Context: an optimization exercise on an open-source flow, tuned for small area and a short achievable clock period. The choices shown serve that exercise and are no tape-out recipe. For this run, only the layout was checked, not whether the RTL still works. Power is estimated from default activity; no workload was simulated.

===== design/flow/design.v =====
module alu #(
    parameter INST_W = 4,
    parameter INT_W  = 6,
    parameter FRAC_W = 10,
    parameter DATA_W = INT_W + FRAC_W
)(
    input                      i_clk,
    input                      i_rst_n,
    input                      i_in_valid,
    output                     o_busy,
    input         [INST_W-1:0] i_inst,
    input  signed [DATA_W-1:0] i_data_a,
    input  signed [DATA_W-1:0] i_data_b,
    output                     o_out_valid,
    output        [DATA_W-1:0] o_data
);
    localparam ADD = 4'b0000,
	       	   SUB = 4'b0001,
	           MUL = 4'b0010,
	           ACC = 4'b0011,
	           SOFTPLUS = 4'b0100,
	       	   XOR = 4'b0101,
	       	   RS = 4'b0110,
	           LR = 4'b0111,
	           CNTZERO = 4'b1000,
	           RMATCH = 4'b1001,
			   DIV3 = 16'b0101_0101_0101_0101,  
			   DIV9 = 16'b0001_1100_0111_0001,
			   BUSY = 1;
	reg signed [DATA_W-1:0] i_data_a_R;
	reg signed [DATA_W-1:0] i_data_b_R;
	reg signed [DATA_W-1:0] o_data_R;
	reg		   [DATA_W-1:0] o_data_lock;
	reg	       [INST_W-1:0]	op;
	reg		   				o_busy_R;
	reg						valid_R;
	reg					    valid_lock;
	reg	signed [31:0]       mul_o;
	reg						mul_busy;
	reg						mul_valid;
	reg						mem_rst;
	reg						acc_valid;
	reg signed [DATA_W:0] add_ext1;
	reg signed [DATA_W:0] sub_ext1;
	reg signed [DATA_W*2-1:0] tmp;
	reg mul_cnt;
	reg 	   [3:0] idx;
	reg signed [DATA_W+3:0] acc_mem[15:0];
	reg signed [DATA_W+3:0] acc_tmp;
	reg 	   [DATA_W-1:0] tmp_lr;
	reg		   [4:0] zcnt;
	reg					fnd;
	reg 	   [DATA_W-4:0] match4;
	integer i;
	integer k;
	assign o_data = o_data_lock;
	assign o_busy = o_busy_R;
	assign o_out_valid = valid_lock;
	function automatic [DATA_W-1:0] rnd32_sat16;
		input [DATA_W*2-1:0] x;
		reg carry;
		reg [DATA_W*2-FRAC_W+1:0] round;		
		begin
			carry = x[FRAC_W-1];
			round = $signed({x[DATA_W*2-1], x[(DATA_W*2-1)-:22]}) + carry;
			rnd32_sat16 = (round[(DATA_W*2-FRAC_W)-:8] == {8{1'b0}} || round[(DATA_W*2-FRAC_W)-:8] == {8{1'b1}})? round[0+:16]: {round[DATA_W*2-FRAC_W], {15{!round[DATA_W*2-FRAC_W]}}};
		end	
	endfunction
	function automatic [DATA_W-1:0] rnd32_sat16_sh4;
		input [DATA_W*2-1:0] x;
		reg carry;
		reg [DATA_W*2-FRAC_W:0] round;
		reg [DATA_W*2-1:0] shift;		
		begin
			shift = x >> 6;
			carry = shift[FRAC_W-1];
			round = $signed({shift[DATA_W*2-1], shift[(DATA_W*2-1)-:22]}) + carry;
			rnd32_sat16_sh4 = (round[(DATA_W*2-FRAC_W)-:8] == {8{1'b0}} || round[(DATA_W*2-FRAC_W)-:8] == {8{1'b1}})? round[0+:16]: {round[DATA_W*2-FRAC_W], {15{!round[DATA_W*2-FRAC_W]}}};
		end	
	endfunction
	function automatic [DATA_W-1:0] sat_ext1;
		input [DATA_W:0] ext1;
		begin
			sat_ext1 = (ext1[DATA_W:DATA_W-1] == 2'b00 || ext1[DATA_W:DATA_W-1] == 2'b11)? ext1[DATA_W-1:0]: {ext1[DATA_W], {15{!ext1[DATA_W]}}};
		end
	endfunction
	function automatic [DATA_W-1:0] softplus;
		input signed [DATA_W-1:0] x;
		reg signed [DATA_W*2-1:0] sf_tmp;
		begin
			if(x >= 2048) begin
				softplus = x;
			end else if((x >= 0) && (x < 2048)) begin
				sf_tmp = $signed($signed({{x[DATA_W-1]}, x[0+:14], {1'b0}}) + 2048) * DIV3;
				softplus = rnd32_sat16_sh4(sf_tmp);
			end else if((x >= -1024) && (x < 0)) begin
				sf_tmp = $signed(x + 2048) * DIV3;
				softplus = rnd32_sat16_sh4(sf_tmp);
			end else if((x >= -2048) && (x < -1024)) begin
				sf_tmp = $signed($signed({{x[DATA_W-1]}, x[0+:14], {1'b0}}) + 5120) * DIV9;
				softplus = rnd32_sat16_sh4(sf_tmp);
			end else if((x >= -3072) && (x < -2048)) begin
				sf_tmp = $signed(x + 3072) * DIV9;
				softplus = rnd32_sat16_sh4(sf_tmp);
			end else if(x < -3072) begin
				softplus = 0;
			end else begin
				softplus = 0;
			end
		end
	endfunction
	always@(*) begin
		add_ext1 = 0;
		sub_ext1 = 0;
		mul_o = 0;
		acc_tmp = 0;
		zcnt = 0;
		match4 = 0;
		i = 0;
		case(op)
			ADD: begin
				add_ext1 = {i_data_a_R[DATA_W-1], i_data_a_R} + {i_data_b_R[DATA_W-1], i_data_b_R};
				o_data_R = sat_ext1(add_ext1);
			end
			SUB: begin
				sub_ext1 = {i_data_a_R[DATA_W-1], i_data_a_R} - {i_data_b_R[DATA_W-1], i_data_b_R};
				o_data_R = sat_ext1(sub_ext1);
			end
			MUL: begin
				mul_o = i_data_a_R * i_data_b_R;
				o_data_R = rnd32_sat16(mul_o);
			end
			ACC: begin 			
				acc_tmp = {{1'b0}, acc_mem[idx]} + {{4{i_data_b_R[DATA_W-1]}}, i_data_b_R};
				o_data_R = (acc_tmp[(DATA_W+3)-:5] == {5{1'b0}} || acc_tmp[(DATA_W+3)-:5] == {5{1'b1}})? acc_tmp[(DATA_W-1)-:16]: {acc_tmp[DATA_W+3], {15{!acc_tmp[DATA_W+3]}}};
			end
			SOFTPLUS: o_data_R = softplus(i_data_a_R);
			XOR: o_data_R = i_data_a_R ^ i_data_b_R;
			RS: o_data_R = i_data_a_R >>> i_data_b_R;
			LR: o_data_R = (i_data_a_R >> (DATA_W - i_data_b_R)) ^ (i_data_a_R << i_data_b_R);
			CNTZERO: begin
				zcnt = 0;
				for(i = 0; i < DATA_W; i = i + 1) begin
					if(i_data_a_R[i] && 1) zcnt = ((DATA_W-1) - i);
				end
				o_data_R = {{11{1'b0}}, zcnt};
			end
			RMATCH: begin
				for(i = 0; i <= DATA_W-4; i = i + 1) begin
					match4[i] = (i_data_a_R[i+:4] == i_data_b_R[(DATA_W-1-i)-:4]);
				end
				o_data_R = {{3{1'b0}}, match4};
			end
			default: o_data_R = 0;
		endcase
	end
	always@(*) begin
		idx = i_data_a_R[0+:4];
	end
    always@(posedge i_clk or negedge i_rst_n) begin
    	if(!i_rst_n) begin
			for(k = 0; k < 16; k = k + 1) begin
				acc_mem[k] <= 0;
			end
		end else if(op == ACC) begin
			acc_mem[idx] <= acc_mem[idx] + {{4{i_data_b_R[DATA_W-1]}}, i_data_b_R};
		end
	end
    always@(posedge i_clk or negedge i_rst_n) begin
    	if(!i_rst_n) begin
			i_data_a_R <= 0;
			i_data_b_R <= 0;
			op <= 0;		
		end else if(i_in_valid) begin
			i_data_a_R <= i_data_a;
			i_data_b_R <= i_data_b;
			op <= i_inst;
		end else begin
			i_data_a_R <= 0;
			i_data_b_R <= 0;
			op <= op;
		end           
    end
	always@(posedge i_clk or negedge i_rst_n) begin
    	if(!i_rst_n) begin
    		o_busy_R <= 0;
    	end else if(i_in_valid) begin
    		o_busy_R <= 1;
    	end else if(valid_R) begin
    		o_busy_R <= 0;
    	end else begin
    		o_busy_R <= 0;
    	end
    end
	always@(posedge i_clk or negedge i_rst_n) begin
    	if(!i_rst_n) begin
    		valid_R <= 0;
    	end else if(i_in_valid) begin
    		valid_R <= 1;
    	end else begin
    		valid_R <= 0;
    	end
    end
	always@(posedge i_clk or negedge i_rst_n) begin
    	if(!i_rst_n) begin
			o_data_lock <= 0;
		end else if(valid_R) begin
			o_data_lock <= o_data_R;
		end else begin
			o_data_lock <= 0;
		end           
    end
    always@(posedge i_clk or negedge i_rst_n) begin
    	if(!i_rst_n) begin
    		valid_lock <= 0;
    	end else if(valid_R) begin
    		valid_lock <= 1;
    	end else begin
    		valid_lock <= 0;
    	end
    end
endmodule

===== design/flow/run.sh =====
#!/bin/bash
# synth_recipe.tcl (not shown) runs the flow's synth.tcl, then flattens the netlist and writes it again
# the make line also repeats each setting of config.mk as NAME=value (left out here)
make -C /OpenROAD-flow-scripts/flow DESIGN_CONFIG=/design/flow/config.mk WORK_HOME=/design/flow/orfs CLKGATE_MAP_FILE= SYNTH_SCRIPT=/design/flow/synth_recipe.tcl finish

===== design/flow/config.mk =====
export PLATFORM = sky130hd
export DESIGN_NAME = alu
export DESIGN_NICKNAME = alu
export VERILOG_FILES = /design/flow/design.v
export SDC_FILE = /design/flow/constraint.sdc
export NUM_CORES = 4
export LEC_CHECK = 0
export CAP_MARGIN = 20
export CORE_MARGIN = 2
export CORE_UTILIZATION = 40
export SLEW_MARGIN = 20

===== design/flow/constraint.sdc =====
create_clock -name core_clock -period 8.5 [get_ports {i_clk}]
set_input_delay 1.7000 -clock core_clock [delete_from_list [all_inputs] [get_ports {i_clk}]]
set_output_delay 1.7000 -clock core_clock [all_outputs]
set_load 0.01 [all_outputs]

==> flow_summary.toml <==
[place]
io_buffers = 56
routabilityCongestion = 1.01
dp_cells = 7511
hpwlAfterDp_um = 146000

[power_and_ir_drop]
irDropWorstVdd_mv = 0.483
p_total_mw = 19.2
swShare_pct = 55.0
p_int_mw = 8.65
seq_power_share_pct = 11.2
pwr-share-comb_pct = 78.9
p_switching_mw = 10.6
powerDensity_mw_per_mm2 = 348
pwr-share-clk_pct = 9.9
p_leak_nw = 26.4

[yosys]
ys_ff_latch = 374
ys.flop_type = "dfrtp_1"
synth_area_leaders = "fa_1 (21%), dfrtp_1 (19%), ha_1 (13%)"
ys_seq_area_share_pct = 18.9
synthDistinctLibCells = 116
syn_area_mm2 = 0.0496
async_flop_share_pct = 100
syn-num-nets = 6890
synthCells = 5820
avgSynthCellArea_um2 = 8.53
yosys_warnings = 2
synth_edf_count = 0
synth_top_area_share_pct = 21.3
synth_area_leader_cell = "fa_1"

[clocking]
clock-sinks = 374
ctsHtreeMaxLevel = 2
clk_pin_slew_worst_paths_ns = 0.06
clk_latency_ns = 0.62
clock_path_buffers = 3
ctsHoldBuffers = 0
tritoncts = "built"
root_buffer = "clkbuf_16"
cts_buffers = 40

[worst_hold_path]
hold_class = "flop to flop"

[grt]
grt.total_usage_pct = 28.8
overflow = 0
antenna_found_initial = 7
grt_pass1_wl_um = 277000
grt_max_degree = 149
grt_pass1_vias = 43315

[detailed_routing]
drtIter0Drc = 4458
vias = 43289
wl_per_cell_um = 24.0
drc = 0
ant_nets = 0
drt_wl_total_um = 183000
viasPerCell = 5.70
dr.pass1.iters = 6

[setup_path]
crit_arrival_ns = 8.69
cp-end-kind = "flop"
cp-start-kind = "flop"
path_class = "flop to flop"
crit_fanout = 12
worst_path_max_delay_cell = "fa_1"
cp_slowest_stage_delay_ns = 0.56
crit_top_cell = "ha_1"
worst_ep_required_time_ns = 8.93

[run_status]
outcome = "complete, no violations"

[final_layout]
multiInputGateArea_mm2 = 0.0364
drive_gt1_share_pct = 9.28
register_area_mm2 = 0.00939
fill_cells = 12161
layoutNonFillerInstCount = 7599
nNetsFinal = 7004
final_util_pct = 44.8
area_growth_pct = 11.4
final_cell_mix = "inv_1 (826), nand2_1 (679), fa_1 (528), o21ai_0 (517), ha_1 (493)"
layout_commonest_cell = "inv_1"

[die]
dieArea_mm2 = 0.127
die_y_um = 356
initial_utilization_pct = 40.2
die_width_um = 356
row_count = 129
num_io_pins = 57
fp.coreArea_mm2 = 0.123

[run]
cap_viol_max_count = 0

[timing]
post-route-period-util_pct = 97.1
tightest_slew_ns = 1.12
hold_violations = 0
period_minus_slack_ns = 8.26
fin_skew_ns = 0.0370
slew_headroom_pct = 24.7
drv_slew = 0
timing.fmax_mhz = 121
report.final.setup_viol = 0
==> flip-flops by register name (all words and copies together) (netlist names) <==
signal	flops
acc_mem	320
i_data_a_R	16
i_data_b_R	16
o_data_lock	16
op	4
valid_R	1
valid_lock	1
==> critical path, delay by kind of cell (launching register included) <==
kind            cells  cell delay, ns
fa+ha+maj           9            3.62
buf+inv             7            0.87
flops               1            0.39
simple gates        5            1.70
xor+xnor            1            0.14
compound gates      6            1.40
==> power by group through the flow <==
| stage | Clock (mW) | Sequential [mW] | Combinational (mW) |
|---|---|---|---|
| 6_report | 1.90 | 2.16 | 15.2 |
| 4_1_cts | 1.92 | 2.15 | 14.5 |
| 5_1_grt | 1.99 | 2.19 | 16.6 |
| 2_1_floorplan | 0 | 2.14 | 9.70 |
| 3_3_place_gp | 0 | 2.18 | 14.3 |
| 3_5_place_dp | 0 | 2.18 | 14.4 |
==> kinds of logic (layout without fill, tap and decap cells) <==
group / Yosys count / count (layout) / share of synthesized area [%]
adder cells (fa/ha/maj): 1032 / 1032 / 34.0
XOR/XNOR: 249 / 249 / 4.45
multiplexers: 55 / 55 / 1.28
flip-flops: 374 / 374 / 18.9
AND/OR/NAND/NOR: 1593 / 1593 / 14.9
other: 0 / 2 / 0
AO/OA/AOI/OAI: 1399 / 1399 / 18.0
buffers and inverters: 1118 / 1258 / 8.55
==> routing by layer <==
layer	vias to the layer above	wire length, um	track usage, %
li1	19853	-	-
met1	21505	81400	41.0
met2	1621	79300	43.8
met3	306	15900	6.16
met4	4	5870	8.50
met5	-	27	0
==> synth_stat cells (14+ instances only) <==
| cell type | number |
|---|---|
| inv_1 | 832 |
| nand2_1 | 681 |
| fa_1 | 528 |
| o21ai_0 | 520 |
| ha_1 | 503 |
| dfrtp_1 | 374 |
| nor2_1 | 344 |
| a21oi_1 | 268 |
| clkbuf_1 | 221 |
| xnor2_1 | 164 |
| nand3_1 | 127 |
| a22oi_1 | 110 |
| and2_1 | 91 |
| xor2_1 | 83 |
| nor3_1 | 77 |
| nand4_1 | 53 |
| o211ai_1 | 51 |
| a211oi_1 | 46 |
| a21o_1 | 46 |
| nand2b_1 | 34 |
| and3_1 | 31 |
| or3_1 | 29 |
| buf_1 | 27 |
| o21a_1 | 27 |
| mux2_2 | 26 |
| o31ai_1 | 26 |
| mux2i_1 | 24 |
| o22ai_1 | 24 |
| a222oi_1 | 21 |
| a31oi_1 | 21 |
| nor2b_1 | 21 |
| o221ai_1 | 20 |
| nor4_1 | 18 |
| or4_1 | 18 |
| a221oi_1 | 16 |
| buf_2 | 16 |
| a22o_1 | 14 |
| o21bai_1 | 14 |
==> area by class of cell <==
| class | instances | share of cell area (%) |
|---|---|---|
| diodes | 2 | 0.00905 |
| flip-flops and latches | 374 | 17.0 |
| clock buffers | 53 | 2.01 |
| multi-input cells | 4328 | 65.8 |
| inverters | 845 | 5.78 |
| well taps | 1637 | 3.70 |
| clock inverters | 15 | 0.498 |
| repair buffers | 345 | 5.18 |
==> through the flow <==
step	hold slack (ns)	TNS [ns]	instance area (um2)	setup slack, ns
after floorplan	0.446	0	49600	0.0493
after global placement	0.461	-0.822	53400	-0.116
after detailed placement	0.470	-1.40	53400	-0.192
after CTS	0.484	0	54800	0.0244
after global routing	0.501	-0.0931	55300	-0.0287
final	0.480	0	55300	0.243
==> worst paths after layout <==
kind	from	to	slack [ns]	depth (start not counted)
setup / recovery	i_data_a_R[11]	o_data_lock[13]	0.24	28
hold / removal	acc_mem[14][6]	acc_mem[14][6]	0.48	2
setup reg to reg	i_data_a_R[11]	o_data_lock[13]	0.24	28
hold reg to reg	acc_mem[14][6]	acc_mem[14][6]	0.48	2
max in group asynchronous	i_rst_n	i_data_a_R[13]	5.74	2
min in group asynchronous	i_rst_n	i_data_a_R[2]	1.18	1
==> what timing repair did <==
action / 4_1_cts / 5_1_grt
gates cloned: 0 / 1
endpoints found under the hold margin: 0 / 0
setup buffers: 0 / 17
endpoints found under the setup margin: 15 / 15
pin swaps: 0 / 16
gates resized for setup: 8 / 93

## re-timing with driven ports
Ports are ideal in the flow. The routed layout listed here was re-timed in OpenROAD.
Step 1: set_driving_cell puts a clkbuf_16 on i_clk and a buf_2 on each other input, an assumption about the parent block.
Step 2 also shifts input and output timing later by t, the mid clock arrival at the registers, as if the neighbouring blocks saw the same clock.
a / b / c = ideal / step 1 / step 2; a / b = the first two.
shift t [ns]: 0.667
slack for setup (ns): 0.243 / 0.243 / 0.243
slew at the worst register clock pin (ns): 0.08 / 0.08
After both steps setup and hold are still met in this run. The setup slack of this run moves by 0.000 ns with the drivers and by 0.000 ns with both steps.
